This design comes from an exercise in tuning for small area on the open sky130 flow, not from production work. Only simulation tests tie the RTL to the original design; equivalence was not proved.

main:
Design sqrt_u32, start of the top module:
module sqrt_u32 (
    input  wire        clk,
    input  wire        rst_n,
    input  wire        valid_in,
    input  wire [31:0] data_i,
    output wire        valid_out,
    output wire [15:0] data_o
);
    reg [2:0] v;
    always @(posedge clk or negedge rst_n)
        if (!rst_n) v <= 3'd0;
        else v <= {v[1:0], valid_in};
    assign valid_out = v[2];
    wire [31:0] x0_d, x0;
    wire [1:0] r1_d, r1;
    wire [0:0] q1_d, q1;
    wire [29:0] x1_d, x1;
    wire [2:0] r2_d, r2;
    wire [1:0] q2_d, q2;
    wire [27:0] x2_d, x2;
    wire [3:0] r3_d, r3;
    wire [2:0] q3_d, q3;
    wire [25:0] x3_d, x3;
    wire [4:0] r4_d, r4;
    wire [3:0] q4_d, q4;
    wire [23:0] x4_d, x4;
    wire [5:0] r5_d, r5;
    wire [4:0] q5_d, q5;
    wire [21:0] x5_d, x5;
    wire [6:0] r6_d, r6;
    wire [5:0] q6_d, q6;
    wire [19:0] x6_d, x6;
    wire [7:0] r7_d, r7;
    wire [6:0] q7_d, q7;
    wire [17:0] x7_d, x7;
    wire [8:0] r8_d, r8;
    wire [7:0] q8_d, q8;
    wire [15:0] x8_d, x8;
    wire [9:0] r9_d, r9;
    wire [8:0] q9_d, q9;
    wire [13:0] x9_d, x9;
    wire [10:0] r10_d, r10;
    wire [9:0] q10_d, q10;
    wire [11:0] x10_d, x10;
    wire [11:0] r11_d, r11;
    wire [10:0] q11_d, q11;
    wire [9:0] x11_d, x11;
    wire [12:0] r12_d, r12;
    wire [11:0] q12_d, q12;
    wire [7:0] x12_d, x12;
    wire [13:0] r13_d, r13;
    wire [12:0] q13_d, q13;
    wire [5:0] x13_d, x13;
    wire [14:0] r14_d, r14;
    wire [13:0] q14_d, q14;
    wire [3:0] x14_d, x14;
    wire [14:0] q15_d, q15;
    wire [1:0] x15_d, x15;
    wire [15:0] q16_d, q16;
    assign x0_d = data_i;
    assign x0 = x0_d;
    assign r1 = r1_d;
    assign q1 = q1_d;
    assign x1 = x1_d;
    assign r2 = r2_d;
    assign q2 = q2_d;
    assign x2 = x2_d;
    assign r3 = r3_d;
    assign q3 = q3_d;
    assign x3 = x3_d;
    assign r4 = r4_d;
    assign q4 = q4_d;
    assign x4 = x4_d;
    assign r5 = r5_d;
    assign q5 = q5_d;
    assign x5 = x5_d;
    assign r6 = r6_d;
    assign q6 = q6_d;
    assign x6 = x6_d;
    reg  [7:0] r7_q;
    reg  [6:0] q7_q;
    reg  [17:0] x7_q;
    always @(posedge clk) begin
        r7_q <= r7_d;
        q7_q <= q7_d;
        x7_q <= x7_d;
  ...
Size in the first run: roughly 85 flip-flops, about 6700 um2 of cells after synthesis.
export LEC_CHECK = 0
export ABC_AREA = 1
export CAP_MARGIN = 20
export CORE_MARGIN = 2
export CORE_UTILIZATION = 55
export CTS_BUF_LIST = sky130_fd_sc_hd__clkbuf_8
export GPL_TIMING_DRIVEN = 0
export PLACE_DENSITY = 0.65
export SETUP_SLACK_MARGIN = -0.4
export SLEW_MARGIN = 20
create_clock -name core_clock -period 9.0 [get_ports {clk}]
standard.sh (not shown) runs the stock make flow with config.mk's settings and CLKGATE_MAP_FILE= SYNTH_SCRIPT=/design/flow/synth_recipe.tcl, a recipe that flattens the netlist after the stock synthesis.
==> flow/flow/run.sh <==
#!/bin/bash
# Standard layout (standard.sh) with its own logic mapping:
# - synthesis skips Yosys's full-adder extraction (ADDER_MAP_FILE empty), so ABC maps the
#   carry chains itself;
# - ABC runs flow/area.abc instead of ORFS's script. Everything else in synthesis (registers,
#   flattening, renaming) is the standard synthesis script, patched only at the abc call.
# - input and output ports get the smallest buffer (buf_1).
export BUFFER_PORTS_ARGS="-buffer_cell sky130_fd_sc_hd__buf_1"
# - clock tree without dummy loads.
export CTS_ARGS="-sink_clustering_enable -repair_clock_nets -buf_list sky130_fd_sc_hd__clkbuf_8 -dont_use_dummy_load"
set -euo pipefail
here=$(pwd)
sed 's|^\(\s*\)log_cmd abc {\*}$abc_args|\1log_cmd abc {*}[lreplace $abc_args 1 1 $::env(MY_ABC_SCRIPT)]|' \
  "$FLOW_HOME/scripts/synth.tcl" > "$here/synth_abc.tcl"
grep -q 'MY_ABC_SCRIPT' "$here/synth_abc.tcl"
sed "s|\$::env(SCRIPTS_DIR)/synth.tcl|$here/synth_abc.tcl|" synth_recipe.tcl > "$here/synth_recipe_abc.tcl"
grep -q synth_abc.tcl "$here/synth_recipe_abc.tcl"
sed "s|SYNTH_SCRIPT=[^ ]*|SYNTH_SCRIPT=$here/synth_recipe_abc.tcl|" standard.sh > "$here/standard_abc.sh"
export ADDER_MAP_FILE=
export MY_ABC_SCRIPT="$here/flow/area.abc"
bash "$here/standard_abc.sh" > standard.log 2>&1
==> flow/flow/area.abc <==
strash
dch
map -B 0.9
topo
stime -c
buffer -c
dnsize -c
main was carried through to the last stage, and its layout satisfied the timing, design-rule and antenna checks.
diff inputs: main => the feature branch
==> flow/flow/area.abc <==
strash
dc2
dch -f
map -a
topo
stime -c
buffer -c
upsize -c
dnsize -c
Notes after the runs:
Although it ran to completion, the feature branch produced a layout that fails the final checks because of setup timing.
From main to the feature branch the numbers moved as follows: total half-perimeter wirelength after legalization and detailed placement -430 um; die span in y shows no meaningful change.

static timing again, ports no longer ideal:
The results above use ideal ports. As a check the final layouts listed here were re-extracted and re-timed, cells and wires unchanged.
Step 1: set_driving_cell puts a clkbuf_16 on clk and a buf_2 on each other input, an assumption about the parent block.
Step 2 moves the port delays by t, midway between the first and last clock arrival at a register: inputs arrive t later, outputs are due t later. That takes back most of the time a late clock gives input paths.
Three values: no drivers, after step 1, after step 2; two values: the first two.
| run | shift t [ns] | slack for setup (ns) | worst setup path after step 2 | slew at the worst register clock pin (ns) | pins driven straight from the clock port |
|---|---|---|---|---|---|
| main | 0.401 | 0.587 / 0.587 / 0.241 | input to register | 0.09 / 0.09 | 1 |
| the feature branch | 0.387 | -0.201 / -0.201 / -0.201 | register to register | 0.09 / 0.09 | 1 |
For main, which loses most, drivers alone change the setup slack by 0.000 ns; drivers and shift together by -0.346 ns.
